From an optimization exercise on the open Yosys and OpenROAD flow, aimed at small area and few clock cycles; shortcuts taken in it are not production practice. Function was checked by simulation only, so behaviour that the tests miss may differ from the original. Power is estimated from default activity; no workload was simulated.

$ cat design/flow/flow/run.sh
#!/bin/bash
# The standard layout, with one change: the port buffers are buf_2 cells
# (the standard flow picks a slow delay cell).
set -euo pipefail
export BUFFER_PORTS_ARGS="-buffer_cell sky130_fd_sc_hd__buf_2"
bash standard.sh > standard.log 2>&1
$ cat design/flow/standard.sh
#!/bin/bash
# synth_recipe.tcl (not shown) runs the flow's synth.tcl, then flattens the netlist and writes it again
# the make line also repeats each setting of config.mk as NAME=value (left out here)
make -C /OpenROAD-flow-scripts/flow DESIGN_CONFIG=/design/flow/config.mk WORK_HOME=/design/flow/orfs CLKGATE_MAP_FILE= SYNTH_SCRIPT=/design/flow/synth_recipe.tcl "${@:-finish}"
$ cat design/flow/config.mk
export PLATFORM = sky130hd
export DESIGN_NAME = mips_top
export DESIGN_NICKNAME = mips_top
export VERILOG_FILES = /design/flow/design.v
export SDC_FILE = /design/flow/constraint.sdc
export NUM_CORES = 4
export LEC_CHECK = 0
export CAP_MARGIN = 20
export CORE_MARGIN = 2
export CORE_UTILIZATION = 48
export CTS_BUF_LIST = sky130_fd_sc_hd__clkbuf_16
export CTS_CLUSTER_DIAMETER = 80
export CTS_CLUSTER_SIZE = 28
export GPL_TIMING_DRIVEN = 1
export PLACE_DENSITY = 0.62
export SLEW_MARGIN = 20
export SYNTH_HIERARCHICAL = 1
$ cat design/flow/constraint.sdc
create_clock -name core_clock -period 8.0 [get_ports {clk}]
set_input_delay 1.6000 -clock core_clock [delete_from_list [all_inputs] [get_ports {clk}]]
set_output_delay 1.6000 -clock core_clock [all_outputs]
set_load 0.01 [all_outputs]
$ cat design/flow/design.v
`timescale 1ns / 1ps
module nextpc(
	input         reset,
	input  [31:0] inst,
	input  [29:0] pc,
	input         eq,
	output [29:0] pcn);
	wire sJ, sT, sN, selH, selI, selD, selH2, selI2;
	wire cL, cB;
	wire [15:0] p4;
	wire [16:0] ic;
	assign ic[1] = pc[0];
	c_inv i0(pc[0], p4[0]);
	genvar i;
	generate
		for (i = 1; i < 16; i = i + 1) begin : inc_lo
			c_ha u(pc[i], ic[i], p4[i], ic[i+1]);
		end
	endgenerate
	assign cL = ic[16];
	wire [15:0] pb;
	pc_add16 ab(.a(pc[15:0]), .b(inst[15:0]), .s(pb), .cout(cB));
	wire [13:0] h = pc[29:16];
	wire [13:0] hi, hd;
	wire [14:0] hc;
	assign hc[1] = h[0];
	c_inv i1(h[0], hi[0]);
	generate
		for (i = 1; i < 14; i = i + 1) begin : inc_hi
			c_ha u(h[i], hc[i], hi[i], hc[i+1]);
		end
	endgenerate
	pc_dec14 dc(.h(h), .d(hd));
	nextpc_ctl ctl(.reset(reset), .inst(inst), .eq(eq), .cL(cL), .cB(cB),
		.sJ(sJ), .sT(sT), .sN(sN), .selH(selH), .selI(selI), .selD(selD),
		.selH2(selH2), .selI2(selI2));
	generate
		for (i = 0; i < 30; i = i + 1) begin : nb
			wire x, y;
			if (i < 16) begin : lo
				c_a222oi m(sJ, inst[i], sT, pb[i], sN, p4[i], x);
				c_inv    o(x, pcn[i]);
			end else if (i < 26) begin : mid
				c_a222oi m(h[i-16], selH, hi[i-16], selI, hd[i-16], selD, x);
				c_nand2  n(inst[i], sJ, y);
				c_nand2  o(x, y, pcn[i]);
			end else begin : top
				c_a222oi m(h[i-16], selH2, hi[i-16], selI2, hd[i-16], selD, x);
				c_inv    o(x, pcn[i]);
			end
		end
	endgenerate
endmodule
module nextpc_ctl(
	input  reset,
	input  [31:0] inst,
	input  eq, cL, cB,
	output sJ, sT, sN, selH, selI, selD, selH2, selI2);
	wire [5:0] op = inst[31:26];
	wire s    = inst[15];
	wire isJ  = (op == 6'b000010);
	wire take = (op == 6'b000100) & eq;
	assign sJ = isJ & ~reset;
	assign sT = take & ~reset;
	assign sN = ~isJ & ~take & ~reset;
	wire   sNJ = ~take & ~reset;
	assign selH  = (sN & ~cL) | (sT & (cB == s));
	assign selI  = (sN & cL)  | (sT & cB & ~s);
	assign selD  = sT & ~cB & s;
	assign selH2 = (sNJ & ~cL) | (sT & (cB == s));
	assign selI2 = (sNJ & cL)  | (sT & cB & ~s);
endmodule
module pc_dec14(input [13:0] h, output [13:0] d);
	wire [14:0] bw;    
	wire [14:0] bwn;
	c_inv i0(h[0], d[0]);
	assign bw[1] = d[0];
	genvar i;
	generate
		for (i = 1; i < 14; i = i + 1) begin : st
			if (i % 2 == 1) begin : p
				c_xor2   x(h[i], bw[i], d[i]);
				c_nand2b n(h[i], bw[i], bwn[i+1]);
			end else begin : n
				c_xnor2  x(h[i], bwn[i], d[i]);
				c_nor2   n(bwn[i], h[i], bw[i+1]);
			end
		end
	endgenerate
endmodule
`timescale 1ns / 1ps
module exec(
	input         reset,
	input  [31:0] inst,
	input  [31:0] a,
	input  [31:0] b,
	input  [31:0] rdata,
	output [31:0] addr,
	output        eq,
	output [31:0] wd,
	output [15:0] wen0,
	output [15:0] wen1);
	wire en, sub, subn, s_sum, s_ld, s_lt, s_aon, s_orn;
	exec_ctl ctl(.reset(reset), .inst(inst), .en(en), .sub(sub), .subn(subn),
		.s_sum(s_sum), .s_ld(s_ld), .s_lt(s_lt), .s_aon(s_aon), .s_orn(s_orn),
		.wen0(wen0), .wen1(wen1));
	wire [31:0] t;
	wire        th;
	c_a21o th_(inst[31], inst[15], sub, th);
	wire [31:0] k;
	genvar i;
	generate
		for (i = 0; i < 32; i = i + 1) begin : kb
			wire bn;
			if (i < 16) begin : lo
				c_a21o  t_(inst[31], inst[i], sub, t[i]);
			end else begin : hi
				assign t[i] = th;
			end
			c_nand2 g(b[i], en, bn);
			c_xnor2 x(bn, t[i], k[i]);
		end
	endgenerate
	wire [31:0] sum = addr;
	wire [31:0] pn, gn;
	wire        cout;
	alu_add add(.a(a), .k(k), .cin(sub), .cinn(subn), .sum(addr), .pn(pn), .gn(gn), .cout(cout));
	exec_eq cmp(.pn(pn), .eq(eq));
	generate
		for (i = 0; i < 32; i = i + 1) begin : rb
			wire x;
			if (i == 0) begin : b0
				exec_r0 m(s_aon, gn[0], s_orn, pn[0], s_lt, cout, x);
			end else begin : bn
				c_o22ai m(s_aon, gn[i], s_orn, pn[i], x);
			end
			c_a221o o(s_ld, rdata[i], s_sum, sum[i], x, wd[i]);
		end
	endgenerate
endmodule
module exec_r0(input s_aon, gn, s_orn, pn, s_lt, cout, output y);
	assign y = ~((s_aon | gn) & (s_orn | pn)) | (s_lt & ~cout);
endmodule
module exec_eq(input [31:0] pn, output eq);
	assign eq = &pn;
endmodule
module exec_ctl(
	input         reset,
	input  [31:0] inst,
	output        en, sub, subn, s_sum, s_ld, s_lt, s_aon, s_orn,
	output [15:0] wen0,
	output [15:0] wen1);
	wire [5:0] op = inst[31:26];
	wire [3:0] fn = inst[3:0];
	wire isR  = (op == 6'b000000);
	wire isLW = (op == 6'b100011);
	wire r    = isR & ~reset;
	assign en    = ~op[5];
	assign sub   = ~op[5] & ~op[2] & fn[1];
	assign subn  = ~sub;
	assign s_sum = r & (fn[3:2] == 2'b00) & ~fn[0];
	assign s_ld  = isLW & ~reset;
	assign s_lt  = r & (fn == 4'b1010);
	assign s_aon = ~(r & (fn[3:1] == 3'b010));
	assign s_orn = ~(r & (fn == 4'b0101));
	wire [3:0] lo, hi;
	exec_wpre pre(.inst(inst), .isR(isR), .isLW(isLW), .lo(lo), .hi(hi));
	genvar i, j;
	generate
		for (i = 0; i < 4; i = i + 1) begin : h_
			for (j = 0; j < 4; j = j + 1) begin : l_
				c_a21o g0(hi[i], lo[j], reset, wen0[4*i + j]);
				c_a21o g1(hi[i], lo[j], reset, wen1[4*i + j]);
			end
		end
	endgenerate
endmodule
module exec_wpre(input [31:0] inst, input isR, isLW, output [3:0] lo, hi);
	wire       we   = isR | isLW;
	wire [3:0] wreg = isR ? inst[14:11] : inst[19:16];
	assign lo = {4{we}} & (4'd1 << wreg[1:0]);
	assign hi = 4'd1 << wreg[3:2];
endmodule
`timescale 1ns / 1ps
module alu_add(input [31:0] a, input [31:0] k, input cin, input cinn,
	output [31:0] sum, output [31:0] pn, output [31:0] gn, output cout);
	wire n65;
	wire n66;
	wire n67;
	wire n68;
	wire n69;
	wire n70;
	wire n71;
	wire n72;
	wire n73;
	wire n74;
	wire n75;
	wire n76;
	wire n77;
	wire n78;
	wire n79;
	wire n80;
	wire n81;
	wire n82;
	wire n83;
	wire n84;
	wire n85;
	wire n86;
	wire n87;
	wire n88;
	wire n89;
	wire n90;
	wire n91;
	wire n92;
	wire n93;
	wire n94;
	wire n95;
	wire n96;
	wire n97;
	wire n98;
	wire n99;
	wire n100;
	wire n101;
	wire n102;
	wire n103;
	wire n104;
	wire n105;
	wire n106;
	wire n107;
	wire n108;
	wire n109;
	wire n110;
	wire n111;
	wire n112;
	wire n113;
	wire n114;
	wire n115;
	wire n116;
	wire n117;
	wire n118;
	wire n119;
	wire n120;
	wire n121;
	wire n122;
	wire n123;
	wire n124;
	wire n125;
	wire n126;
	wire n127;
	wire n128;
	wire n129;
	wire n130;
	wire n131;
	wire n132;
	wire n133;
	wire n134;
	wire n135;
	wire n136;
	wire n137;
	wire n138;
	wire n139;
	wire n140;
	wire n141;
	wire n142;
	wire n143;
	wire n144;
	wire n145;
	wire n146;
	wire n147;
	wire n148;
	wire n149;
	wire n150;
	wire n151;
	wire n152;
	wire n153;
	wire n154;
	wire n155;
	wire n156;
	wire n157;
	wire n158;
	wire n159;
	wire n160;
	wire n161;
	wire n162;
	wire n163;
	wire n164;
	c_xnor2 u1(a[0], k[0], pn[0]);
	c_nand2 u2(a[0], k[0], gn[0]);
	c_xnor2 u3(a[1], k[1], pn[1]);
	c_nand2 u4(a[1], k[1], gn[1]);
	c_xnor2 u5(a[2], k[2], pn[2]);
	c_nand2 u6(a[2], k[2], gn[2]);
	c_xnor2 u7(a[3], k[3], pn[3]);
	c_nand2 u8(a[3], k[3], gn[3]);
	c_xnor2 u9(a[4], k[4], pn[4]);
	c_nand2 u10(a[4], k[4], gn[4]);
	c_xnor2 u11(a[5], k[5], pn[5]);
	c_nand2 u12(a[5], k[5], gn[5]);
	c_xnor2 u13(a[6], k[6], pn[6]);
	c_nand2 u14(a[6], k[6], gn[6]);
	c_xnor2 u15(a[7], k[7], pn[7]);
	c_nand2 u16(a[7], k[7], gn[7]);
	c_xnor2 u17(a[8], k[8], pn[8]);
	c_nand2 u18(a[8], k[8], gn[8]);
	c_xnor2 u19(a[9], k[9], pn[9]);
	c_nand2 u20(a[9], k[9], gn[9]);
	c_xnor2 u21(a[10], k[10], pn[10]);
	c_nand2 u22(a[10], k[10], gn[10]);
	c_xnor2 u23(a[11], k[11], pn[11]);
	c_nand2 u24(a[11], k[11], gn[11]);
	c_xnor2 u25(a[12], k[12], pn[12]);
	c_nand2 u26(a[12], k[12], gn[12]);
	c_xnor2 u27(a[13], k[13], pn[13]);
	c_nand2 u28(a[13], k[13], gn[13]);
	c_xnor2 u29(a[14], k[14], pn[14]);
	c_nand2 u30(a[14], k[14], gn[14]);
	c_xnor2 u31(a[15], k[15], pn[15]);
	c_nand2 u32(a[15], k[15], gn[15]);
	c_xnor2 u33(a[16], k[16], pn[16]);
	c_nand2 u34(a[16], k[16], gn[16]);
	c_xnor2 u35(a[17], k[17], pn[17]);
	c_nand2 u36(a[17], k[17], gn[17]);
	c_xnor2 u37(a[18], k[18], pn[18]);
	c_nand2 u38(a[18], k[18], gn[18]);
	c_xnor2 u39(a[19], k[19], pn[19]);
	c_nand2 u40(a[19], k[19], gn[19]);
	c_xnor2 u41(a[20], k[20], pn[20]);
	c_nand2 u42(a[20], k[20], gn[20]);
	c_xnor2 u43(a[21], k[21], pn[21]);
	c_nand2 u44(a[21], k[21], gn[21]);
	c_xnor2 u45(a[22], k[22], pn[22]);
	c_nand2 u46(a[22], k[22], gn[22]);
	c_xnor2 u47(a[23], k[23], pn[23]);
	c_nand2 u48(a[23], k[23], gn[23]);
	c_xnor2 u49(a[24], k[24], pn[24]);
	c_nand2 u50(a[24], k[24], gn[24]);
	c_xnor2 u51(a[25], k[25], pn[25]);
	c_nand2 u52(a[25], k[25], gn[25]);
	c_xnor2 u53(a[26], k[26], pn[26]);
	c_nand2 u54(a[26], k[26], gn[26]);
	c_xnor2 u55(a[27], k[27], pn[27]);
	c_nand2 u56(a[27], k[27], gn[27]);
	c_xnor2 u57(a[28], k[28], pn[28]);
	c_nand2 u58(a[28], k[28], gn[28]);
	c_xnor2 u59(a[29], k[29], pn[29]);
	c_nand2 u60(a[29], k[29], gn[29]);
	c_xnor2 u61(a[30], k[30], pn[30]);
	c_nand2 u62(a[30], k[30], gn[30]);
	c_xnor2 u63(a[31], k[31], pn[31]);
	c_nand2 u64(a[31], k[31], gn[31]);
	c_o21ai u65(pn[0], cinn, gn[0], n65);
	c_inv u66(pn[1], n66);
	c_a21boi u67(n66, n65, gn[1], n67);
	c_o21ai u68(pn[3], gn[2], gn[3], n68);
	c_nor2 u69(pn[3], pn[2], n69);
	c_o21ai u70(pn[5], gn[4], gn[5], n70);
	c_nor2 u71(pn[5], pn[4], n71);
	c_o21ai u72(pn[7], gn[6], gn[7], n72);
	c_nor2 u73(pn[7], pn[6], n73);
	c_o21ai u74(pn[9], gn[8], gn[9], n74);
	c_nor2 u75(pn[9], pn[8], n75);
	c_o21ai u76(pn[11], gn[10], gn[11], n76);
	c_nor2 u77(pn[11], pn[10], n77);
	c_o21ai u78(pn[13], gn[12], gn[13], n78);
	c_nor2 u79(pn[13], pn[12], n79);
	c_o21ai u80(pn[15], gn[14], gn[15], n80);
	c_nor2 u81(pn[15], pn[14], n81);
	c_o21ai u82(pn[17], gn[16], gn[17], n82);
	c_nor2 u83(pn[17], pn[16], n83);
	c_o21ai u84(pn[19], gn[18], gn[19], n84);
	c_nor2 u85(pn[19], pn[18], n85);
	c_o21ai u86(pn[21], gn[20], gn[21], n86);
	c_nor2 u87(pn[21], pn[20], n87);
	c_o21ai u88(pn[23], gn[22], gn[23], n88);
	c_nor2 u89(pn[23], pn[22], n89);
	c_o21ai u90(pn[25], gn[24], gn[25], n90);
	c_nor2 u91(pn[25], pn[24], n91);
	c_o21ai u92(pn[27], gn[26], gn[27], n92);
	c_nor2 u93(pn[27], pn[26], n93);
	c_o21ai u94(pn[29], gn[28], gn[29], n94);
	c_nor2 u95(pn[29], pn[28], n95);
	c_o21ai u96(pn[31], gn[30], gn[31], n96);
	c_nor2 u97(pn[31], pn[30], n97);
	c_inv u98(n69, n98);
	c_o21bai u99(n98, n67, n68, n99);
	c_a21oi u100(n73, n70, n72, n100);
	c_nand2 u101(n73, n71, n101);
	c_a21oi u102(n77, n74, n76, n102);
	c_nand2 u103(n77, n75, n103);
	c_a21oi u104(n81, n78, n80, n104);
	c_nand2 u105(n81, n79, n105);
	c_a21oi u106(n85, n82, n84, n106);
	c_nand2 u107(n85, n83, n107);
	c_a21oi u108(n89, n86, n88, n108);
	c_nand2 u109(n89, n87, n109);
	c_a21oi u110(n93, n90, n92, n110);
	c_nand2 u111(n93, n91, n111);
	c_a21oi u112(n97, n94, n96, n112);
	c_nand2 u113(n97, n95, n113);
	c_inv u114(n101, n114);
	c_a21boi u115(n114, n99, n100, n115);
	c_o21ai u116(n105, n102, n104, n116);
	c_nor2 u117(n105, n103, n117);
	c_o21ai u118(n109, n106, n108, n118);
	c_nor2 u119(n109, n107, n119);
	c_o21ai u120(n113, n110, n112, n120);
	c_nor2 u121(n113, n111, n121);
	c_inv u122(n117, n122);
	c_o21bai u123(n122, n115, n116, n123);
	c_a21oi u124(n121, n118, n120, n124);
	c_nand2 u125(n121, n119, n125);
	c_inv u126(n125, n126);
	c_a21boi u127(n126, n123, n124, n127);
	c_a21oi u128(n119, n123, n118, n128);
	c_o21ai u129(n103, n115, n102, n129);
	c_inv u130(n107, n130);
	c_a21boi u131(n130, n123, n106, n131);
	c_o21ai u132(n111, n128, n110, n132);
	c_a21oi u133(n71, n99, n70, n133);
	c_inv u134(n75, n134);
	c_o21bai u135(n134, n115, n74, n135);
	c_a21oi u136(n79, n129, n78, n136);
	c_a21oi u137(n83, n123, n82, n137);
	c_inv u138(n87, n138);
	c_o21bai u139(n138, n131, n86, n139);
	c_inv u140(n91, n140);
	c_o21bai u141(n140, n128, n90, n141);
	c_a21oi u142(n95, n132, n94, n142);
	c_o21ai u143(pn[2], n67, gn[2], n143);
	c_inv u144(pn[4], n144);
	c_a21boi u145(n144, n99, gn[4], n145);
	c_o21ai u146(pn[6], n133, gn[6], n146);
	c_o21ai u147(pn[8], n115, gn[8], n147);
	c_inv u148(pn[10], n148);
	c_a21boi u149(n148, n135, gn[10], n149);
	c_inv u150(pn[12], n150);
	c_a21boi u151(n150, n129, gn[12], n151);
	c_o21ai u152(pn[14], n136, gn[14], n152);
	c_inv u153(pn[16], n153);
	c_a21boi u154(n153, n123, gn[16], n154);
	c_o21ai u155(pn[18], n137, gn[18], n155);
	c_o21ai u156(pn[20], n131, gn[20], n156);
	c_inv u157(pn[22], n157);
	c_a21boi u158(n157, n139, gn[22], n158);
	c_o21ai u159(pn[24], n128, gn[24], n159);
	c_inv u160(pn[26], n160);
	c_a21boi u161(n160, n141, gn[26], n161);
	c_inv u162(pn[28], n162);
	c_a21boi u163(n162, n132, gn[28], n163);
	c_o21ai u164(pn[30], n142, gn[30], n164);
	c_xnor2 u165(pn[0], cin, sum[0]);
	c_xnor2 u166(pn[1], n65, sum[1]);
	c_xor2 u167(pn[2], n67, sum[2]);
	c_xnor2 u168(pn[3], n143, sum[3]);
	c_xnor2 u169(pn[4], n99, sum[4]);
	c_xor2 u170(pn[5], n145, sum[5]);
	c_xor2 u171(pn[6], n133, sum[6]);
	c_xnor2 u172(pn[7], n146, sum[7]);
	c_xor2 u173(pn[8], n115, sum[8]);
	c_xnor2 u174(pn[9], n147, sum[9]);
	c_xnor2 u175(pn[10], n135, sum[10]);
	c_xor2 u176(pn[11], n149, sum[11]);
	c_xnor2 u177(pn[12], n129, sum[12]);
	c_xor2 u178(pn[13], n151, sum[13]);
	c_xor2 u179(pn[14], n136, sum[14]);
	c_xnor2 u180(pn[15], n152, sum[15]);
	c_xnor2 u181(pn[16], n123, sum[16]);
	c_xor2 u182(pn[17], n154, sum[17]);
	c_xor2 u183(pn[18], n137, sum[18]);
	c_xnor2 u184(pn[19], n155, sum[19]);
	c_xor2 u185(pn[20], n131, sum[20]);
	c_xnor2 u186(pn[21], n156, sum[21]);
	c_xnor2 u187(pn[22], n139, sum[22]);
	c_xor2 u188(pn[23], n158, sum[23]);
	c_xor2 u189(pn[24], n128, sum[24]);
	c_xnor2 u190(pn[25], n159, sum[25]);
	c_xnor2 u191(pn[26], n141, sum[26]);
	c_xor2 u192(pn[27], n161, sum[27]);
	c_xnor2 u193(pn[28], n132, sum[28]);
	c_xor2 u194(pn[29], n163, sum[29]);
	c_xor2 u195(pn[30], n142, sum[30]);
	c_xnor2 u196(pn[31], n164, sum[31]);
	assign cout = ~n127;
endmodule
module pc_add16(input [15:0] a, input [15:0] b, output [15:0] s, output cout);
	wire n2;
	wire n3;
	wire n4;
	wire n5;
	wire n6;
	wire n7;
	wire n8;
	wire n9;
	wire n10;
	wire n11;
	wire n12;
	wire n13;
	wire n14;
	wire n15;
	wire n16;
	wire n17;
	wire n18;
	wire n19;
	wire n20;
	wire n21;
	wire n22;
	wire n23;
	wire n24;
	wire n25;
	wire n26;
	wire n27;
	wire n28;
	wire n29;
	wire n30;
	wire n31;
	wire n32;
	wire n33;
	wire n34;
	wire n35;
	wire n36;
	wire n37;
	wire n38;
	wire n39;
	wire n40;
	wire n41;
	wire n42;
	wire n43;
	wire n44;
	wire n45;
	wire n46;
	wire n47;
	wire n48;
	wire n49;
	wire n50;
	wire n51;
	wire n52;
	wire n53;
	wire n54;
	wire n55;
	wire n56;
	wire n57;
	c_xnor2 u1(a[0], b[0], s[0]);
	c_nand2 u2(a[0], b[0], n2);
	c_xnor2 u3(a[1], b[1], n3);
	c_nand2 u4(a[1], b[1], n4);
	c_xnor2 u5(a[2], b[2], n5);
	c_nand2 u6(a[2], b[2], n6);
	c_xnor2 u7(a[3], b[3], n7);
	c_nand2 u8(a[3], b[3], n8);
	c_xnor2 u9(a[4], b[4], n9);
	c_nand2 u10(a[4], b[4], n10);
	c_xnor2 u11(a[5], b[5], n11);
	c_nand2 u12(a[5], b[5], n12);
	c_xnor2 u13(a[6], b[6], n13);
	c_nand2 u14(a[6], b[6], n14);
	c_xnor2 u15(a[7], b[7], n15);
	c_nand2 u16(a[7], b[7], n16);
	c_xnor2 u17(a[8], b[8], n17);
	c_nand2 u18(a[8], b[8], n18);
	c_xnor2 u19(a[9], b[9], n19);
	c_nand2 u20(a[9], b[9], n20);
	c_xnor2 u21(a[10], b[10], n21);
	c_nand2 u22(a[10], b[10], n22);
	c_xnor2 u23(a[11], b[11], n23);
	c_nand2 u24(a[11], b[11], n24);
	c_xnor2 u25(a[12], b[12], n25);
	c_nand2 u26(a[12], b[12], n26);
	c_xnor2 u27(a[13], b[13], n27);
	c_nand2 u28(a[13], b[13], n28);
	c_xnor2 u29(a[14], b[14], n29);
	c_nand2 u30(a[14], b[14], n30);
	c_xnor2 u31(a[15], b[15], n31);
	c_nand2 u32(a[15], b[15], n32);
	c_or2 u33(a[0], b[0], n33);
	c_inv u34(n3, n34);
	c_a21boi u35(n34, n33, n4, n35);
	c_o21ai u36(n5, n35, n6, n36);
	c_inv u37(n7, n37);
	c_a21boi u38(n37, n36, n8, n38);
	c_o21ai u39(n9, n38, n10, n39);
	c_inv u40(n11, n40);
	c_a21boi u41(n40, n39, n12, n41);
	c_o21ai u42(n13, n41, n14, n42);
	c_inv u43(n15, n43);
	c_a21boi u44(n43, n42, n16, n44);
	c_o21ai u45(n17, n44, n18, n45);
	c_inv u46(n19, n46);
	c_a21boi u47(n46, n45, n20, n47);
	c_o21ai u48(n21, n47, n22, n48);
	c_inv u49(n23, n49);
	c_a21boi u50(n49, n48, n24, n50);
	c_o21ai u51(n25, n50, n26, n51);
	c_inv u52(n27, n52);
	c_a21boi u53(n52, n51, n28, n53);
	c_o21ai u54(n29, n53, n30, n54);
	c_inv u55(n31, n55);
	c_a21boi u56(n55, n54, n32, n56);
	c_inv u57(s[0], n57);
	c_xnor2 u58(n3, n33, s[1]);
	c_xor2 u59(n5, n35, s[2]);
	c_xnor2 u60(n7, n36, s[3]);
	c_xor2 u61(n9, n38, s[4]);
	c_xnor2 u62(n11, n39, s[5]);
	c_xor2 u63(n13, n41, s[6]);
	c_xnor2 u64(n15, n42, s[7]);
	c_xor2 u65(n17, n44, s[8]);
	c_xnor2 u66(n19, n45, s[9]);
	c_xor2 u67(n21, n47, s[10]);
	c_xnor2 u68(n23, n48, s[11]);
	c_xor2 u69(n25, n50, s[12]);
	c_xnor2 u70(n27, n51, s[13]);
	c_xor2 u71(n29, n53, s[14]);
	c_xnor2 u72(n31, n54, s[15]);
	assign cout = ~n56;
endmodule
`timescale 1ns / 1ps
module rf_sel16(input [15:0] d, input [15:0] s, output y);
	wire [5:0] n;
	c_a222oi g0(d[0],  s[0],  d[1],  s[1],  d[2],  s[2],  n[0]);
	c_a222oi g1(d[3],  s[3],  d[4],  s[4],  d[5],  s[5],  n[1]);
	c_a222oi g2(d[6],  s[6],  d[7],  s[7],  d[8],  s[8],  n[2]);
	c_a222oi g3(d[9],  s[9],  d[10], s[10], d[11], s[11], n[3]);
	c_a222oi g4(d[12], s[12], d[13], s[13], d[14], s[14], n[4]);
	c_nand2  g5(d[15], s[15], n[5]);
	rf_nand6 g6(n, y);
endmodule
module rf_nand6(input [5:0] a, output y);
	assign y = ~(&a);
endmodule
module rf_dec(input [3:0] s, output [15:0] oh0, output [15:0] oh1);
	wire [3:0] sn, lon, hin;
	c_inv n0(s[0], sn[0]);
	c_inv n1(s[1], sn[1]);
	c_inv n2(s[2], sn[2]);
	c_inv n3(s[3], sn[3]);
	c_nand2 l0(sn[1], sn[0], lon[0]);
	c_nand2 l1(sn[1], s[0],  lon[1]);
	c_nand2 l2(s[1],  sn[0], lon[2]);
	c_nand2 l3(s[1],  s[0],  lon[3]);
	c_nand2 h0(sn[3], sn[2], hin[0]);
	c_nand2 h1(sn[3], s[2],  hin[1]);
	c_nand2 h2(s[3],  sn[2], hin[2]);
	c_nand2 h3(s[3],  s[2],  hin[3]);
	genvar i, j;
	generate
		for (i = 0; i < 4; i = i + 1) begin : hi_
			for (j = 0; j < 4; j = j + 1) begin : lo_
				c_nor2 g0(hin[i], lon[j], oh0[4*i + j]);
				c_nor2 g1(hin[i], lon[j], oh1[4*i + j]);
			end
		end
	endgenerate
endmodule
module rf_read(input [3:0] sel, input [511:0] q, output [31:0] y);
	wire [15:0] oh0, oh1;
	rf_dec dec(.s(sel), .oh0(oh0), .oh1(oh1));
	genvar i, j;
	generate
		for (j = 0; j < 32; j = j + 1) begin : bit_
			wire [15:0] col;
			for (i = 0; i < 16; i = i + 1) begin : reg_
				assign col[i] = q[32*i + j];
			end
			rf_sel16 m(.d(col), .s(j < 16 ? oh0 : oh1), .y(y[j]));
		end
	endgenerate
endmodule
`timescale 1ns / 1ps
module c_inv   (input a, output y);                 assign y = ~a;                               endmodule
module c_nand2 (input a, b, output y);              assign y = ~(a & b);                         endmodule
module c_nand2b(input an, b, output y);             assign y = ~(~an & b);                       endmodule
module c_nor2  (input a, b, output y);              assign y = ~(a | b);                         endmodule
module c_or2   (input a, b, output y);              assign y = a | b;                            endmodule
module c_xor2  (input a, b, output y);              assign y = a ^ b;                            endmodule
module c_xnor2 (input a, b, output y);              assign y = ~(a ^ b);                         endmodule
module c_a21oi (input a1, a2, b1, output y);        assign y = ~((a1 & a2) | b1);                endmodule
module c_a21boi(input a1, a2, b1n, output y);       assign y = ~((a1 & a2) | ~b1n);              endmodule
module c_o21bai(input a1, a2, b1n, output y);       assign y = ~((a1 | a2) & ~b1n);              endmodule
module c_o21ai (input a1, a2, b1, output y);        assign y = ~((a1 | a2) & b1);                endmodule
module c_a21o  (input a1, a2, b1, output y);        assign y = (a1 & a2) | b1;                   endmodule
module c_o22ai (input a1, a2, b1, b2, output y);    assign y = ~((a1 | a2) & (b1 | b2));         endmodule
module c_a222oi(input a1, a2, b1, b2, c1, c2, output y);
	assign y = ~((a1 & a2) | (b1 & b2) | (c1 & c2));
endmodule
module c_a221o (input a1, a2, b1, b2, c1, output y);
	assign y = (a1 & a2) | (b1 & b2) | c1;
endmodule
module c_ha    (input a, b, output s, output c);    assign s = a ^ b; assign c = a & b;          endmodule
`timescale 1ns / 1ps
module mips_top(
    input         clk,
    input         reset,
    output [31:0] imem_addr,
    input  [31:0] imem_data,
    output [31:0] dmem_addr,
    output [31:0] dmem_wdata,
    output        dmem_we,
    input  [31:0] dmem_rdata
    );
	wire [31:0] inst = imem_data;
	reg  [31:2] pc;
	reg  [31:0] rf [0:15];
	wire [511:0] q;
	genvar gi;
	generate
		for (gi = 0; gi < 16; gi = gi + 1) begin : rfq
			assign q[32*gi +: 32] = rf[gi];
		end
	endgenerate
	wire [31:0] a, b;
	rf_read rda(.sel(inst[24:21]), .q(q), .y(a));
	rf_read rdb(.sel(inst[19:16]), .q(q), .y(b));
	wire [31:0] wd;
	wire [15:0] wen0, wen1;
	wire [31:0] addr;
	wire        eq;
	exec ex(.reset(reset), .inst(inst), .a(a), .b(b), .rdata(dmem_rdata),
		.addr(addr), .eq(eq), .wd(wd), .wen0(wen0), .wen1(wen1));
	integer k;
	always @(posedge clk)
		for (k = 0; k < 16; k = k + 1)
		begin
			if (wen0[k]) begin
				rf[k][15:4] <= wd[15:4];
				rf[k][3:0]  <= wd[3:0] | ({4{reset}} & k[3:0]);
			end
			if (wen1[k])
				rf[k][31:16] <= wd[31:16];
		end
	wire [29:0] pcn;
	nextpc np(.reset(reset), .inst(inst), .pc(pc), .eq(eq), .pcn(pcn));
	always @(posedge clk)
		pc <= pcn;
	assign imem_addr  = {pc, 2'b00};
	assign dmem_addr  = addr;
	assign dmem_wdata = b;
	assign dmem_we    = (inst[31:26] == 6'b101011) & ~reset;
endmodule
==> summary.txt, run 1 <==
- Total number of nets in the final design: ~2,200
- CTS max path bufs: 3
- Synthesis instantiated 46 different standard cells from the library.
* Clock-pin slew on the worst setup and hold paths: roughly 90 ps
* Number of buffers and inverters on the critical path: 6
- Post-DR wirelength/cell: 30.8 um
- The later pin in the worst-skew pair is clocked with a latency of 640 ps.
- Dpl ws: 66.8 ps
* Flop-to-flop setup slack: between 2000 and 2500 ps
* Number of levels the H-tree was split into: 1
* Chip Height: 233 um
- 163 I/O pins were placed.
- Initial core utilization: 48.3%
* Largest net degree at the start of global routing: between 40 and 50
- In this run the critical register-to-register path is launched from rf[12][30]$_DFFE_PP_.
* Synth Area per Inst: 14.0 sq um
* Detailed-route via count: ~20,000
- Num CTS Buffers: 30
- The Yosys step of the flow raised 8 warnings.
- On the worst path, the slowest cell contributes a delay of around 600 ps.
* Sort of element at the start of the critical path: primary input
- Final-report setup violation count: 0
- Crit path max-delay family: compound AO/OA/AOI/OAI gates
- Walking the worst path, the cells encountered are buf_2 -> inv_1 -> nand2_1 -> buf_4 -> nor2_1 -> a222oi_1 -> nand3_1 -> nand2_1 -> xnor2_1 -> xnor2_1 -> o21ai_1 -> a21boi_2 -> o21bai_1 -> buf_4 -> a21boi_2 -> o21bai_1 -> buf_4 -> a21oi_2 -> o21ai_1 -> a21oi_2 -> o21ai_1 -> xnor2_1 -> buf_2.
* Max stage delay cell, worst path: sky130_fd_sc_hd__nor2_1
- Routability-driven placement finished with a final weighted congestion of 0.946.
* Class of the tightest hold or removal check: reg -> reg
- The endpoint identified for the worst register-to-register timing path is pc[26]$_DFF_P_.
* Period utilisation layout: 97.4%
* Commonest non-fill, non-tap cell in the layout: sky130_fd_sc_hd__edfxtp_1
- After floorplanning, the core was sized to cover 52,200 sq um.
* Final hold violations: 0
- DRC violation count after routing: 0
- Input and output buffers added on the ports amount to 160.
* Average via count per standard cell: 7.16
- The synthesized design contains ~540 register bits.
- Post-DP HPWL: 57,300 um
- Before antenna repair, the detailed router went through 13 iterations.
- Summing the sequential cell areas from Yosys gives between 60% and 70% of the chip area.
* Crit path required time: 6400 ps
- The number of global-route vias before repair was 19,200.
- Dominant register cell in the synthesized netlist: sky130_fd_sc_hd__edfxtp_1
- Hold Crit Start: pc[2]$_DFF_P_
- Root Buffer Master: sky130_fd_sc_hd__clkbuf_16
* Hold worst-path end: pc[2]$_DFF_P_
- Max-slew headroom: between 30 and 40%
- At the pin with the least slew margin, the transition time is 1030 ps.
* Static leakage power: 10.4 nW
- Reported net switching power: 1.75 mW
- The post-route netlist has 17.3% of its cells at a drive strength greater than 1.
- Total clock sinks: 542
* CP max FO: 8
* Top library cells by usage in the layout, fill and taps aside: sky130_fd_sc_hd__edfxtp_1, sky130_fd_sc_hd__a222oi_1, sky130_fd_sc_hd__nand2_1
- Internal power: ~4.4 mW
* Post-layout util: 55.0%
* Sw frac: 28.5%
* Post-layout worst setup margin: 204 ps
* Hold Path Stages: 3
- Registers are responsible for between 50% and 60% of the overall power.
- Remaining number of nets flagged by the antenna check after routing: 0
* Critical Path End Type: output pin
* Time the final worst path needs with I/O delays and setup: 7800 ps
* Die ar.: 54,400 sq um
* Post-CTS setup repair buffer count: 0
- Data arrives at the worst endpoint at 6200 ps.
* Number of antenna violations at the first check in global routing: 2
- Starting DRC count in detailed routing: 4,699
* PD cells: 214 nW/um^2
* Run status: finished clean
- From left edge to right edge, the die measures 233 um.
- Cell row count: 84
* Critical path class: in -> out
- GRT Residual Overflow: 0
- Across the run, the number of max-cap violations was 0.
* Area growth syn-to-layout: 13.9%
* Wire length of the first global-routing pass: ~120,000 um
* Cell Area, Synth: 25,200 sq um
* Worst clock skew on the final layout: roughly 44 ps
- Counting cells, the worst reg-to-reg path comes to 14.
- Based on the critical path, the design can be clocked at up to 128 MHz.
- Number of enable flip-flop cells after synthesis: 512
- Global routing consumed, over all layers together, 30.6% of the routing resources.
- The clock network accounts for 30.5% of the total power.
- Comb power frac: 16.3%
- Synthesis handed over a netlist of 1,801 instances.
- The routed design has 85,900 um of wire.
- Clock tree from TritonCTS: yes
- PnR Total Power: just over 6 mW
- Pins over their slew limit: 0
* Synth async-reset ratio: 0%
* Worst vdd ir: 0.181 mV
through the flow:
step | std cells | hold WS, ps | instance area, sq um | TNS (ps)
final | 2789 | 575 | 28800 | 0
after global routing | 2788 | 612 | 28800 | -25.0
after CTS | 2788 | 568 | 28700 | 0
after detailed placement | 2737 | 547 | 27600 | 0
after global placement | 2737 | 540 | 27600 | 0
after floorplan | 1802 | 548 | 25200 | 0
layout make-up:
type / count / area, sq um
fill: 4237 / 23500
sequential: 542 / 16000
multi-input combinational: 1192 / 9070
timing repair buffer: 254 / 1510
tap: 688 / 861
clock buffer: 31 / 776
clock inverter: 20 / 335
inverter: 61 / 229
antenna: 1 / 2.50
how the worst max path moves through the flow:
stage	from	to	depth (start not counted)
after global placement	imem_data[17]	dmem_addr[31]	22
after global routing	imem_data[17]	dmem_addr[31]	21
after detailed placement	imem_data[17]	dmem_addr[31]	22
after floorplan	imem_data[16]	dmem_addr[31]	19
final	imem_data[17]	dmem_addr[31]	23
after CTS	imem_data[17]	dmem_addr[31]	22
cells in the mapped netlist, types with 2 or more instances:
library cell	instances	area (sq um)
sky130_fd_sc_hd__edfxtp_1	512	15400
sky130_fd_sc_hd__a222oi_1	350	3500
sky130_fd_sc_hd__nand2_1	194	728
sky130_fd_sc_hd__xnor2_1	111	972
sky130_fd_sc_hd__nor2_1	94	353
sky130_fd_sc_hd__nand3_1	68	340
sky130_fd_sc_hd__and4_1	64	561
sky130_fd_sc_hd__inv_1	61	229
sky130_fd_sc_hd__a21o_1	50	375
sky130_fd_sc_hd__o21ai_1	37	185
sky130_fd_sc_hd__a221o_1	32	320
sky130_fd_sc_hd__o22ai_1	31	194
sky130_fd_sc_hd__dfxtp_1	30	601
sky130_fd_sc_hd__xor2_1	30	263
sky130_fd_sc_hd__ha_1	28	350
sky130_fd_sc_hd__a21boi_2	19	214
sky130_fd_sc_hd__a21oi_2	13	114
sky130_fd_sc_hd__nand2b_1	10	62.6
sky130_fd_sc_hd__nand4_1	8	50.1
sky130_fd_sc_hd__nand3b_1	5	37.5
sky130_fd_sc_hd__o21bai_1	5	37.5
sky130_fd_sc_hd__o32ai_1	5	43.8
sky130_fd_sc_hd__or2_2	5	31.3
sky130_fd_sc_hd__or4_1	4	30.0
sky130_fd_sc_hd__buf_4	3	22.5
sky130_fd_sc_hd__nor3_1	3	15.0
sky130_fd_sc_hd__nor4_1	3	18.8
sky130_fd_sc_hd__o21ai_0	3	15.0
sky130_fd_sc_hd__a21oi_1	2	10.0
sky130_fd_sc_hd__a31oi_1	2	12.5
sky130_fd_sc_hd__buf_6	2	22.5
sky130_fd_sc_hd__clkbuf_1	2	7.51
sky130_fd_sc_hd__or4_4	2	22.5
per-module statistics from Yosys, one instance, submodules excluded, excerpt:
module	cells inside	cell area, sq um
c_o22ai	1	6.26
c_a21boi	1	11.3
c_a21oi	1	8.76
c_or2	1	6.26
rf_nand6	2	13.8
exec_eq	11	68.8
c_nand2b	1	6.26
c_xor2	1	8.76
c_o21ai	1	5.00
mips_top	552	16000
c_ha	1	12.5
c_nor2	1	3.75
logic make-up (layout without fill, tap and decap cells):
group	Yosys count	after routing	synth area share, %
and+or+nand+nor	470	470	9.27
AOI/OAI and AO/OA	551	551	20.0
xor gates and xnor gates	141	141	4.89
buffers and inverters	68	366	1.12
DFF	542	542	63.3
adders and majority gates	28	28	1.39
other	1	3	0.0149
layer usage:
layer  global-route usage, %  part of all wire [%]  up-vias
met3                    7.63                    14      168
li1                        -                     -     8456
met2                    46.8                    44     1537
met4                    9.67                   2.8        4
met5                       0                 0.033        -
met1                    42.9                    39     9817
registers in the layout (all words and copies together), names as in the netlist:
signal,flops
pc,30
rf,512
power by group through the flow:
stage | registers [mW] | clock network [mW] | logic, mW
2_1_floorplan | 3.30 | 0 | 0.574
3_3_place_gp | 3.32 | 0 | 0.968
3_5_place_dp | 3.33 | 0 | 0.978
4_1_cts | 3.26 | 1.90 | 0.982
5_1_grt | 3.28 | 2.00 | 1.07
6_report | 3.26 | 1.87 | 1.00
worst register-to-register path, stage by stage, from the launching register on:
cell and delay [ps]:
sky130_fd_sc_hd__edfxtp_1 400, sky130_fd_sc_hd__a222oi_1 420, sky130_fd_sc_hd__and4_1 370, sky130_fd_sc_hd__nand3_1 190
sky130_fd_sc_hd__nand2_1 130, sky130_fd_sc_hd__xnor2_1 90, sky130_fd_sc_hd__xnor2_1 700, sky130_fd_sc_hd__nand4_1 360
sky130_fd_sc_hd__or4_1 660, sky130_fd_sc_hd__nor2_1 170, sky130_fd_sc_hd__nand3b_1 250, sky130_fd_sc_hd__or4b_1 590
sky130_fd_sc_hd__a31oi_1 750, sky130_fd_sc_hd__a222oi_1 270, sky130_fd_sc_hd__nand2_1 130
what timing repair did:
action | CTS | global route
gates resized for setup | 0 | 15
endpoints found under the hold margin | 0 | 0
hold buffers | 0 | 0
setup endpoints to repair | 0 | 9
Testbench counts, summed over its fixed seeds: cycles 74,808.
==> inputs of run 2 (changes only) <==
--- a/design/flow/config.mk
+++ b/design/flow/config.mk
@@ -8,10 +8,10 @@
 export CAP_MARGIN = 20
 export CORE_MARGIN = 2
-export CORE_UTILIZATION = 48
+export CORE_UTILIZATION = 56
 export CTS_BUF_LIST = sky130_fd_sc_hd__clkbuf_16
 export CTS_CLUSTER_DIAMETER = 80
 export CTS_CLUSTER_SIZE = 28
-export GPL_TIMING_DRIVEN = 1
-export PLACE_DENSITY = 0.62
+export GPL_TIMING_DRIVEN = 0
+export PLACE_DENSITY = 0.7
 export SLEW_MARGIN = 20
 export SYNTH_HIERARCHICAL = 1
==> summary.txt, run 2 <==
- Num CTS Buffers: 29 (-3.3%)
* Largest registers: rf: 512 flops, pc: 30 flops
- Clock tree from TritonCTS: yes
- The flow ran to the end and the layout has no timing, DRC or antenna violations.
- GRT Residual Overflow: 0 (unchanged)
* Dpl ws: -1300 ps (-1370 ps)
- Commonest non-fill, non-tap cell in the layout: sky130_fd_sc_hd__edfxtp_1
- Top post-synthesis cells by area: sky130_fd_sc_hd__edfxtp_1, sky130_fd_sc_hd__a222oi_1, sky130_fd_sc_hd__xnor2_1, sky130_fd_sc_hd__nand2_1, sky130_fd_sc_hd__dfxtp_1
- The register area share after synthesis came to 63.3% (unchanged).
- Comb power frac: 17.4% (+1.1 points)
- Number of buffers and inverters on the critical path: 4 (-2)
- Clock network power share: 28.3% (-2.2 points)
- The length of the first detailed-routing pass in iterations was 8 (-5).
* Critical Path Most Common Cell: sky130_fd_sc_hd__o21ai_1
- Max capacitance violation total: 0 (unchanged)
* Number of global-route vias before repair: 19,100 (-0.55%)
- Initial core utilization: 56.9% (+8.6 points)
- Placeable core region: 44,300 sq um (-15%)
- The worst setup path is launched from a primary input.
* Detailed-route via count: 20,300 (+1.4%)
- The area used by sequential logic in the layout came to 16,000 sq um (unchanged).
- The post-route clock period utilization came to 98.3% (+0.90 points).
- Reported net switching power: 1.73 mW (-0.85%)
- Aggregate global-route resource usage: 34.6% (+4.1 points)
* Final-report setup violation count: 0 (unchanged)
- The cell sitting at the root of the clock tree is a sky130_fd_sc_hd__clkbuf_16.
- Internal power: 4.26 mW (-3.0%)
* Most numerous cell types in the synthesized netlist: sky130_fd_sc_hd__edfxtp_1, sky130_fd_sc_hd__a222oi_1, sky130_fd_sc_hd__nand2_1
* Die ar.: 46,800 sq um (-14%)
- The total number of clock tree sinks was 542 (unchanged).
* Critical path class: in -> out
- Final hold violations: 0 (unchanged)
* Longest individual stage delay on the worst path: 590 ps (about the same)
- The top cell type's share of synthesized area came to 60.9% (unchanged).
- Synth async-reset ratio: 0% (unchanged)
- The top cell types in the final layout, fill and taps aside, are sky130_fd_sc_hd__edfxtp_1, sky130_fd_sc_hd__a222oi_1, sky130_fd_sc_hd__nand2_1.
* Total number of yosys warnings: 8 (unchanged)
- The antenna cell count was 0 (-1).
- Distinct cells, synth: 46 (unchanged)
- The wire length reported by the detailed router came to 83,500 um (-2.9%).
- Worst vdd ir: 0.160 mV (-12%)
- The part of the total power dissipated in sequential elements is 54.4% (+1.3 points).
- Arrival time reported for the critical path endpoint: 6270 ps (+70 ps)
- The gate count of the mapped netlist came to 1,801 (unchanged).
- Pins over their slew limit: 0 (unchanged)
- PD cells: 208 nW/um^2 (-2.6%)
- CTS hold repair buffers: 0 (unchanged)
- The fraction of power spent switching nets is 28.9% (+0.46 points).
* Layout cells sized above 1: 19.3% (+2.0 points)
- Synth Area per Inst: 14.0 sq um (unchanged)
* Remaining number of nets flagged by the antenna check after routing: 0 (unchanged)
- The post-CTS clock slew at the launch and capture registers of the worst setup and hold paths is 90 ps (about the same).
* Cell with the most instances after synthesis: sky130_fd_sc_hd__edfxtp_1
- Number of filler instances in the final layout: 3,184 (-25%)
* Post-DP HPWL: 55,500 um (-3.1%)
- The number of levels the H-tree was split into was 1 (unchanged).
- Crit path required time: 6400 ps (about the same)
* GP Congestion: 0.919 (-2.9%)
- Time the final worst path needs with I/O delays and setup: 7870 ps (+71.9 ps)
- The area of the multi-input gates is 9430 sq um (+4.0%).
- The DRC violation count after routing came to 0 (unchanged).
- Traced cell by cell, the critical path runs through buf_2 -> inv_1 -> nand2_1 -> nor2_4 -> a222oi_1 -> nand3_1 -> nand2_1 -> xnor2_1 -> xnor2_2 -> o21ai_1 -> a21boi_2 -> o21bai_4 -> a21boi_4 -> o21bai_4 -> buf_12 -> a21oi_4 -> o21ai_1 -> a21oi_2 -> o21ai_1 -> xnor2_1 -> buf_2.
- The reported leakage power came to 10.2 nW (-1.4%).
- The global-route wire length before repair came to 120,000 um (-1.9%).
* Number of enable flip-flop cells after synthesis: 512 (unchanged)
- Cell row count: 77 (-8.3%)
* Max reg flops: 512 (unchanged)
* Average via count per standard cell: 7.63 (+6.5%)
- Largest net degree at the start of global routing: 41 (-15%)
- Post-layout worst setup margin: 132 ps (-71.9 ps)
- Chip Height: 216 um (-7.3%)
- In this run the worst hold path is classified as reg -> reg.
- The relative slew slack was 24.7% (-6.2 points).
- Number of antenna violations at the first check in global routing: 0 (-2)
* Maximum clock rate: 127 MHz (-0.91%)
- The insertion delay of the later-clocked pin in the worst-skew pair is 620 ps (-20 ps).
- The number of top-level pins was 163 (unchanged).
* Area growth syn-to-layout: 14.1%
- The horizontal die dimension was 216 um (-7.3%).
- The number of buffers on the longest clock path was 3 (unchanged).
* Largest reg by FF count: rf
- For this design, the slowest cell found on the critical path is sky130_fd_sc_hd__nor2_4.
* Post-synth top area cell: sky130_fd_sc_hd__edfxtp_1
- The placed instance count came to 2,596 (-5.2%).
* Dominant register cell in the synthesized netlist: sky130_fd_sc_hd__edfxtp_1
- The routed wire length per instance was 31.4 um (+2.0%).
- IO buf count: 160 (unchanged)
* Worst clock skew on the final layout: 26.9 ps (-16.7 ps)
* Transition at the pin with the smallest max-transition slack: 1130 ps (+100 ps)
* Synth Register Bits: 542 (unchanged)
* Flop-to-flop setup slack: 2630 ps (+180 ps)
- Setup repair after global routing left no endpoint under its margin.
* Post-route non-filler standard cell count: 2,655 (-4.8%)
* Critical Path End Type: output pin
- The iteration-0 DRC count of the detailed router was 5,210 (+11%).
* CP max FO: 16 (+8)
* Crit path max-delay family: compound AO/OA/AOI/OAI gates
- Total number of nets in the final design: 2,144 (-1.4%)
- Cell Area, Synth: 25,200 sq um (unchanged)
## run 2: cell counts after synthesis
Identical to the previous run, type by type.
## run 2: power by group through the flow
stage               clock network [mW]  registers (mW)  logic (mW)
floorplan                            0            3.30       0.574
global placement                     0            3.31       0.930
detailed placement                   0            3.32       0.962
CTS                               1.70            3.26       0.983
global route                      1.81            3.27        1.09
finish                            1.69            3.26        1.04
## run 2: worst min-delay path: cells and delay by family (launching register included)
kind | cells | cell delay (ps)
flip-flops | 1 | 360
AO/OA/AOI/OAI | 1 | 60
buffers and inverters | 1 | 70
AND/OR/NAND/NOR | 1 | 60
## run 2: cell type report
class,instances,share of cell area (%)
multi-input cells,1192,32.7
clock inverters,15,0.825
repair buffers,217,4.90
inverters,61,0.795
flip-flops and latches,542,55.5
plain buffers,7,0.182
clock buffers,29,2.52
well taps,592,2.57
## run 2: final timing paths
path                         from  cells past startpoint              to
max reg2reg  rf[12][30]$_DFFE_PP_                     14  pc[27]$_DFF_P_
min                pc[18]$_DFF_P_                      3  pc[18]$_DFF_P_
min reg2reg        pc[18]$_DFF_P_                      3  pc[18]$_DFF_P_
max                 imem_data[18]                     21   dmem_addr[31]
## run 2: per-module statistics from Yosys (local to each module, per instance), a selection
module	times used	flops+latches	cells inside
pc_add16	1	0	1
c_o21bai	5	0	1
c_nand2	187	0	1
exec_r0	1	0	2
exec_eq	1	0	11
mips_top	1	542	552
c_a21o	49	0	1
rf_nand6	64	0	2
nextpc_ctl	1	0	24
exec_wpre	1	0	22
c_inv	55	0	1
c_o22ai	31	0	1
c_xnor2	111	0	1
## run 2: logic make-up after synthesis
logic type               count (synthesis)  synth area share [%]
adder cells (fa/ha/maj)                 28                  1.39
AND/OR/NAND/NOR                        470                  9.27
AO/OA/AOI/OAI                          551                  20.0
XOR/XNOR                               141                  4.89
flip-flops                             542                  63.3
buffers and inverters                   68                  1.12
other                                    1                0.0149
## run 2: repair_timing
item / in CTS / in global routing
setup endpoints to repair: 18 / 7
setup buffers: 1 / 14
gates resized for setup: 32 / 15
pin swaps: 1 / 5
hold endpoints to repair: 0 / 0
## run 2: per-stage QoR
stage	util [%]	cell area (sq um)	power (mW)	hold slack, ps	setup TNS, ps
CTS	64.5	28600	5.94	573	0
floorplan	-	25200	3.88	548	0
global placement	60.4	26800	4.24	530	-332610
global route	65.0	28800	6.17	599	0
detailed placement	61.9	27500	4.28	548	-37610
finish	65.0	28800	5.99	576	0
## run 2: metal layers
layer / global-route usage (%) / wire length [um] / vias up
li1: - / - / 8408
met1: 48.7 / 30300 / 9930
met2: 53.2 / 37900 / 1690
met3: 7.87 / 12600 / 225
met4: 12.8 / 2720 / 0
met5: 0 / 0 / -
==> inputs of run 3 (changes only) <==
==> design/flow/config.mk (replaced) <==
export PLATFORM = sky130hd
export DESIGN_NAME = mips_top
export DESIGN_NICKNAME = mips_top
export VERILOG_FILES = /design/flow/design.v
export SDC_FILE = /design/flow/constraint.sdc
export NUM_CORES = 4
export LEC_CHECK = 0
export CAP_MARGIN = 10
export CORE_MARGIN = 2
export CORE_UTILIZATION = 48
export CTS_BUF_LIST = sky130_fd_sc_hd__clkbuf_16
export CTS_CLUSTER_DIAMETER = 90
export CTS_CLUSTER_SIZE = 30
export GPL_TIMING_DRIVEN = 1
export PLACE_DENSITY = 0.62
export SLEW_MARGIN = 0
export SYNTH_HIERARCHICAL = 1
==> summary.txt, run 3 <==
- The number of failing setup endpoints in the final timing report was 0 (unchanged).
- The maximum number of pins on one net before global-route repair is 48 (+17%).
* Initial core utilization: 48.3% (-8.6 points)
* Critical Path End Type: output pin
- The number of buffers on the longest clock path came to 3 (unchanged).
* I/O Pins: 163 (unchanged)
- The share of power burned in the clock network is 28.8% (+0.5 points).
- Number of global-route vias before repair: 19,100 (-0.063%)
- The min-delay analysis places its worst path in the category reg -> reg.
- Area share of the largest cell type after synthesis: 60.9% (unchanged)
* Max-slew headroom: 16.7% (-8.0 points)
- The number of core rows was 84 (+9.1%).
- Gate Count Post-Synth: 1,801 (unchanged)
* Length of the first detailed-routing pass in iterations: 13 (+5)
* DRC violation count after routing: 0 (unchanged)
* Comb power frac: 16.7% (-0.7 points)
* Dominant register cell in the synthesized netlist: sky130_fd_sc_hd__edfxtp_1
- Pins over their slew limit: 0 (unchanged)
- The initial antenna violation count came to 2 (+2).
- The iteration-0 DRC count of the detailed router was 4,499 (-14%).
- The flip-flop count of the largest register, all copies and words added was 512 (unchanged).
- Total negative setup slack: 0 ps (unchanged)
- Max capacitance violation total: 0 (unchanged)
* Worst clock skew on the final layout: 31.0 ps (+4.11 ps)
- The estimated wirelength of the detail-placed design was 57,300 um (+3.1%).
- Sw frac: 28.7% (-0.22 points)
- Transition at the pin with the smallest max-transition slack: 1250 ps (+117 ps)
- Wire length of the first global-routing pass: 123,000 um (+2.3%)
- The critical path in this run is classified as in -> out.
* CTS hold repair buffers: 0 (unchanged)
- The final antenna-violating net count is 0 (unchanged).
- The total number of clock tree sinks is 542 (unchanged).
- Clock tree synthesis selected as its root buffer the cell sky130_fd_sc_hd__clkbuf_16.
- Distinct cells, synth: 46 (unchanged)
- Setup repair after global routing left no endpoint under its margin.
- The fraction of synthesis flops using an asynchronous set or reset pin came to 0% (unchanged).
- Cell Area, Synth: 25,200 sq um (unchanged)
- The arrival time at the worst endpoint was 6170 ps (-100 ps).
- Placeable core region: 52,200 sq um (+18%)
* Sort of element at the start of the critical path: primary input
- The number of levels the H-tree was split into is 1 (unchanged).
- Relative to the synthesized area, the layout overhead comes to 13.4%.
- Top post-synthesis cells by area: sky130_fd_sc_hd__edfxtp_1, sky130_fd_sc_hd__a222oi_1, sky130_fd_sc_hd__xnor2_1, sky130_fd_sc_hd__nand2_1, sky130_fd_sc_hd__dfxtp_1
- Worst vdd ir: 0.200 mV (+24%)
- Among all cell types in the netlist, the one instantiated most often is sky130_fd_sc_hd__edfxtp_1.
* Layout cells sized above 1: 17.0% (-2.3 points)
- Met2 Wirelength: 38,300 um (+1.1%)
* Average via count per standard cell: 7.24 (-5.2%)
- Number of filler instances in the final layout: 4,265 (+34%)
- Routed length on met3: 11,700 um (-7.4%)
- The total of buffers placed on input and output ports is 160 (unchanged).
* Share of the synthesized netlist area taken by xor and xnor gates: 4.89% (unchanged)
* Post-Route M1 WL: 33,500 um (+11%)
* Top library cells by usage in the layout, fill and taps aside: sky130_fd_sc_hd__edfxtp_1, sky130_fd_sc_hd__a222oi_1, sky130_fd_sc_hd__nand2_1
* Largest reg by FF count: rf
- By area, the combinational part of the netlist is dominated by compound AO/OA/AOI/OAI gates.
* GP Congestion: 0.946 (+3.0%)
* Clock-pin slew on the worst setup and hold paths: 100 ps (about the same)
- Max stage delay cell, worst path: sky130_fd_sc_hd__xnor2_1
- The total routing usage reported by global routing was 30.6% (-4.0 points).
- Synth Register Bits: 542 (unchanged)
* Final hold violations: 0 (unchanged)
- The wire length reported by the detailed router came to 85,800 um (+2.9%).
- Final instance area: 28,600 sq um (-0.67%)
- Synth Area in Adders: 1.39% (unchanged)
* Clock tree from TritonCTS: yes
* Chip Height: 233 um (+7.9%)
* Internal power: 4.27 mW (+0.28%)
* Longest individual stage delay on the worst path: 460 ps (-130 ps)
- Time the final worst path needs with I/O delays and setup: 7770 ps (-97.7 ps)
- Post-DR wirelength/cell: 30.8 um (-1.9%)
* Sequential cell area fraction in the yosys report: 63.3% (unchanged)
- Largest registers: rf: 512 flops, pc: 30 flops
- The critical path required time was 6400 ps (about the same).
- The switching power is 1.72 mW (-0.81%).
* Num CTS Buffers: 27 (-6.9%)
- Commonest non-fill, non-tap cell in the layout: sky130_fd_sc_hd__edfxtp_1
* CP Cell Sequence: buf_2 -> inv_1 -> nand2_1 -> nor2_2 -> buf_4 -> a222oi_1 -> and4_1 -> nand3_1 -> nand2_1 -> xnor2_1 -> xnor2_1 -> o21ai_1 -> a21oi_2 -> a21boi_2 -> o21bai_1 -> buf_4 -> a21oi_2 -> o21ai_1 -> a21oi_2 -> o21ai_1 -> xnor2_1 -> buf_2
- Mux cell area share after synthesis: 0% (unchanged)
- Die ar.: 54,400 sq um (+16%)
- GRT Residual Overflow: 0 (unchanged)
* Placed standard-cell area: 27,600 sq um (+0.46%)
* PD cells: 209 nW/um^2 (+0.64%)
- Static leakage power: 10.3 nW (+0.63%)
- PnR Total Power: 5.99 mW (about the same)
* Detailed-route via count: 20,100 (-0.58%)
- Die width: 233 um (+7.9%)
* Number of enable flip-flop cells after synthesis: 512 (unchanged)
* Total number of yosys warnings: 8 (unchanged)
- The number of buffers inserted to repair setup after CTS is 0 (-1).
* Synth Area per Inst: 14.0 sq um (unchanged)
- Maximum clock rate: 129 MHz (+1.3%)
- Total number of nets in the final design: 2,172 (+1.3%)
* Topmost layer with routed signal wires: met5
- Simple-gate area share of the yosys netlist: 9.27% (unchanged)
- The insertion delay of the later-clocked pin in the worst-skew pair was 630 ps (about the same).
* Post-synth top area cell: sky130_fd_sc_hd__edfxtp_1
- Fraction of power consumed by sequential logic: 54.5% (about the same)
* Most numerous cell types in the synthesized netlist: sky130_fd_sc_hd__edfxtp_1, sky130_fd_sc_hd__a222oi_1, sky130_fd_sc_hd__nand2_1
- Run status: finished clean
- The highest fanout seen on the critical path came to 12 (-4).
- The share of the synthesized area in compound gates (AO/OA/AOI/OAI) came to 20.0% (unchanged).
* Period utilisation layout: 97.1% (-1.2 points)
run 3: cell counts after synthesis:
No cell type changed its count.
run 3: cells by family (layout without fill, tap and decap cells):
| kind of cell | count (synthesis) | in the layout |
|---|---|---|
| compound gates | 551 | 551 |
| xor+xnor | 141 | 141 |
| flops | 542 | 542 |
| other cells | 1 | 4 |
| buf+inv | 68 | 359 |
| simple gates | 470 | 470 |
| fa+ha+maj | 28 | 28 |
run 3: per-stage QoR:
| stage | setup WS, ps | utilization, % | hold slack (ps) | std cells |
|---|---|---|---|---|
| global placement | 130 | 52.8 | 540 | 2737 |
| floorplan | 793 | - | 548 | 1802 |
| global route | 2.10 | 54.8 | 613 | 2781 |
| detailed placement | 67.6 | 52.8 | 544 | 2737 |
| CTS | 41.8 | 54.6 | 567 | 2781 |
| finish | 230 | 54.8 | 577 | 2783 |
run 3: what timing repair did:
action,in CTS,in global routing
resized for setup,0,17
endpoints found under the setup margin,0,11
endpoints found under the hold margin,0,0
run 3: power groups by stage:
stage	Sequential (mW)	Combinational, mW	Clock [mW]
global placement	3.32	0.968	0
global route	3.28	1.07	1.84
CTS	3.26	0.982	1.74
detailed placement	3.33	0.979	0
finish	3.26	1.00	1.72
floorplan	3.30	0.574	0
run 3: modules after synthesis, one instance, submodules excluded, excerpt:
module      times used  area, sq um  flip-flops and latches  cells
c_a21oi             13         8.76                       0      1
nextpc_ctl           1          163                       0     24
c_xnor2            111         8.76                       0      1
c_a21o              49         7.51                       0      1
alu_add              1         3.75                       0      1
exec_ctl             1          110                       0     19
c_nand2b             6         6.26                       0      1
c_a21boi            19         11.3                       0      1
c_ha                28         12.5                       0      1
c_o21ai             36         5.00                       0      1
c_xor2              29         8.76                       0      1
c_nand2            187         3.75                       0      1
c_o22ai             31         6.26                       0      1
run 3: path summary, 6_finish.rpt:
check / from / endpoint / slack, ps / cells past startpoint
worst max register to register: rf[12][30]$_DFFE_PP_ / pc[20]$_DFF_P_ / 2480 / 14
worst max-delay path: imem_data[16] / dmem_addr[31] / 230 / 22
worst min register to register: pc[2]$_DFF_P_ / pc[2]$_DFF_P_ / 580 / 3
worst min-delay path: pc[2]$_DFF_P_ / pc[2]$_DFF_P_ / 580 / 3
run 3: metal layers:
| layer | global-route usage, % | vias to the layer above |
|---|---|---|
| met5 | 0 | - |
| li1 | - | 8461 |
| met2 | 46.9 | 1578 |
| met1 | 43.6 | 9943 |
| met4 | 9.26 | 4 |
| met3 | 6.71 | 150 |
run 3: worst max-delay path: cells and delay by family:
| kind | cells | cell delay [ps] |
|---|---|---|
| buffers and inverters | 5 | 910 |
| AND/OR/NAND/NOR | 5 | 1050 |
| XOR/XNOR | 3 | 790 |
| AO/OA/AOI/OAI | 9 | 1810 |
run 3: layout make-up:
class | instances | area (sq um) | area share, %
clock buffers | 27 | 676 | 2.36
multi-input cells | 1192 | 9070 | 31.7
clock inverters | 17 | 289 | 1.01
repair buffers | 254 | 1510 | 5.27
inverters | 61 | 229 | 0.800
diodes | 2 | 5.00 | 0.0175
flip-flops and latches | 542 | 16000 | 55.8
well taps | 688 | 861 | 3.01
==> inputs of run 4 (changes only) <==
--- a/design/flow/config.mk
+++ b/design/flow/config.mk
@@ -6,5 +6,5 @@
 export NUM_CORES = 4
 export LEC_CHECK = 0
-export CAP_MARGIN = 10
+export CAP_MARGIN = 20
 export CORE_MARGIN = 2
 export CORE_UTILIZATION = 48
==> summary.txt, run 4 <==
- Top library cells by usage in the layout, fill and taps aside: sky130_fd_sc_hd__edfxtp_1, sky130_fd_sc_hd__a222oi_1, sky130_fd_sc_hd__nand2_1
- By count the netlist is led by sky130_fd_sc_hd__edfxtp_1, sky130_fd_sc_hd__a222oi_1, sky130_fd_sc_hd__nand2_1.
* Area growth syn-to-layout: 13.0%
- The length of the first detailed-routing pass in iterations came to 12 (-1).
- Number of enable flip-flop cells after synthesis: 512 (unchanged)
- Worst clock skew on the final layout: 33.0 ps (+1.96 ps)
* Synth Register Bits: 542 (unchanged)
- The horizontal die dimension came to 233 um (unchanged).
- Wire length of the first global-routing pass: 123,000 um (-0.51%)
* Chip Height: 233 um (unchanged)
- The worst setup path is captured at an output pin.
- Among all flip-flop cells after synthesis, the most frequent one is sky130_fd_sc_hd__edfxtp_1.
* Static leakage power: 10.3 nW (-0.25%)
* Cell with the most instances after synthesis: sky130_fd_sc_hd__edfxtp_1
- GR Util met1: 43.6% (about the same)
* Total clock sinks: 542 (unchanged)
* Critical path class: in -> out
* Starting DRC count in detailed routing: 4,712 (+4.7%)
* Longest individual stage delay on the worst path: 490 ps (+30 ps)
- The area enclosed by the die boundary is 54,400 sq um (unchanged).
* CTS hold repair buffers: 0 (unchanged)
- Worst-Skew Late Latency: 620 ps (about the same)
- Max-slew headroom: 30.5% (+14 points)
- The wire length reported by the detailed router came to 85,700 um (-0.21%).
- Number of levels the H-tree was split into: 1 (unchanged)
* Time the final worst path needs with I/O delays and setup: 7660 ps (-114 ps)
* Total negative setup slack: 0 ps (unchanged)
- Total number of nets in the final design: 2,173 (+0.046%)
* Routing usage on met3: 6.84% (+0.12 points)
* Aggregate global-route resource usage: 30.5% (-0.094 points)
* Grt met2 use: 46.7% (-0.19 points)
* Largest registers: rf: 512 flops, pc: 30 flops
* Class of the tightest hold or removal check: reg -> reg
* Gate Count Post-Synth: 1,801 (unchanged)
- The routed wire length per instance came to 30.8 um (about the same).
* Max capacitance violation total: 0 (unchanged)
* PD cells: 206 nW/um^2 (-1.8%)
* Dpl cells: 2,738 (+0.037%)
- Number of antenna violations at the first check in global routing: 0 (-2)
* Num CTS Buffers: 26 (-3.7%)
* Top post-synthesis cells by area: sky130_fd_sc_hd__edfxtp_1, sky130_fd_sc_hd__a222oi_1, sky130_fd_sc_hd__xnor2_1, sky130_fd_sc_hd__nand2_1, sky130_fd_sc_hd__dfxtp_1
- The post-CTS clock slew at the launch and capture registers of the worst setup and hold paths is 100 ps (about the same).
- Maximum clock rate: 131 MHz (+1.5%)
- Commonest non-fill, non-tap cell in the layout: sky130_fd_sc_hd__edfxtp_1
- Placeable core region: 52,200 sq um (unchanged)
- Layer carrying the most global-route usage: met2
* GRT Residual Overflow: 0 (unchanged)
* GP Congestion: 0.946 (unchanged)
- The register with the most flip-flops in the final layout is rf.
- Diode insertion count for antenna repair: 0 (-2)
- Total number of yosys warnings: 8 (unchanged)
- Setup repair after global routing missed its margin: no
* Remaining number of nets flagged by the antenna check after routing: 0 (unchanged)
* Pins over their slew limit: 0 (unchanged)
* Distinct cells, synth: 46 (unchanged)
* Final hold violations: 0 (unchanged)
- The critical path required time is 6400 ps (about the same).
- The via count of the routed design came to 20,200 (+0.11%).
- The fraction of synthesis flops using an asynchronous set or reset pin was 0% (unchanged).
- Sort of element at the start of the critical path: primary input
- CP max FO: 9 (-3)
* Average via count per standard cell: 7.25 (+0.26%)
- Number of global-route vias before repair: 19,000 (-0.59%)
- The number of failing setup endpoints in the final timing report was 0 (unchanged).
- Post-DP HPWL: 57,200 um (about the same)
- IO buf count: 160 (unchanged)
- Area share of the largest cell type after synthesis: 60.9% (unchanged)
* Synth Area per Inst: 14.0 sq um (unchanged)
- CTS placed an instance of sky130_fd_sc_hd__clkbuf_16 at the clock tree root.
- Worst vdd ir: 0.167 mV (-16%)
* Run status: finished clean
## run 4: cell count changes in the layout (fill, tap and decap cells not counted), moves of 2 or more
cell / change
sky130_fd_sc_hd__bufinv_16: -2
sky130_fd_sc_hd__diode_2: -2
sky130_fd_sc_hd__clkinvlp_4: -2
sky130_fd_sc_hd__xnor2_1: -2
sky130_fd_sc_hd__xnor2_2: +2
## run 4: final timing paths
path / cells after the start / from / to / slack, ps
worst max-delay path: 23 / imem_data[17] / dmem_addr[31] / 340
worst min-delay path: 3 / pc[2]$_DFF_P_ / pc[2]$_DFF_P_ / 580
worst max register to register: 14 / rf[12][30]$_DFFE_PP_ / pc[26]$_DFF_P_ / 2520
worst min register to register: 3 / pc[2]$_DFF_P_ / pc[2]$_DFF_P_ / 580
## run 4: cell families after synthesis
group / share of synthesized area, %
other: 0.0149
flip-flops: 63.3
adder cells (fa/ha/maj): 1.39
AO/OA/AOI/OAI: 20.0
XOR/XNOR: 4.89
AND/OR/NAND/NOR: 9.27
buffers and inverters: 1.12
## run 4: cell type report
cell class / instances / area [sq um]
clock buffers: 26 / 651
clock inverters: 14 / 196
fillers: 4249 / 23700
inverters: 61 / 229
multi-input cells: 1192 / 9080
flip-flops and latches: 542 / 16000
well taps: 688 / 861
repair buffers: 256 / 1530
## run 4: power by group
group	internal, mW	switching (mW)	leakage, nW	total [mW]
combinational	0.334	0.671	4.32	1.00
clock	0.643	0.955	0.413	1.60
sequential	3.20	0.0608	5.52	3.26
## run 4: worst max-delay path: cells and delay by family
| kind | cells | cell delay [ps] |
|---|---|---|
| buf+inv | 6 | 1160 |
| simple gates | 5 | 1270 |
| xor+xnor | 3 | 610 |
| compound gates | 9 | 1400 |
## run 4: modules after synthesis (local to each module, per instance), excerpt
module / flip-flops and latches / copies in the design / cells inside / cell area, sq um
mips_top: 542 / 1 / 552 / 16000
c_a21boi: 0 / 19 / 1 / 11.3
c_nor2: 0 / 88 / 1 / 3.75
c_o21bai: 0 / 5 / 1 / 7.51
c_a222oi: 0 / 350 / 1 / 10.0
exec_ctl: 0 / 1 / 19 / 110
## run 4: metrics by stage
step	total power [mW]	hold slack [ps]	setup WS (ps)	cell area, sq um
2_1_floorplan	3.88	548	793	25200
3_3_place_gp	4.29	540	130	27600
3_5_place_dp	4.30	547	-6.61	27600
4_1_cts	5.86	571	31.6	28400
5_1_grt	6.06	616	22.8	28500
6_report	5.87	577	344	28500
## run 4: timing repair
action	in CTS	in global routing
resized for setup	0	19
buffers inserted	0	0
hold endpoints to repair	0	0
setup endpoints to repair	0	9
## run 4: layer usage
layer | share of wire [%] | routed length (um) | vias up
met2 | 44 | 38000 | 1616
met5 | 0 | 0 | -
met4 | 2.7 | 2290 | 0
met1 | 39 | 33700 | 9910
met3 | 14 | 11700 | 188
li1 | - | - | 8445

Re-timed with assumed drivers on the ports (clkbuf_16 on the clock, buf_2 on other inputs), run 4 has 0.314 ns of setup slack against 0.344 ns with ideal ports, and 0.314 ns once port delays also move by the mid clock arrival of 0.667 ns.
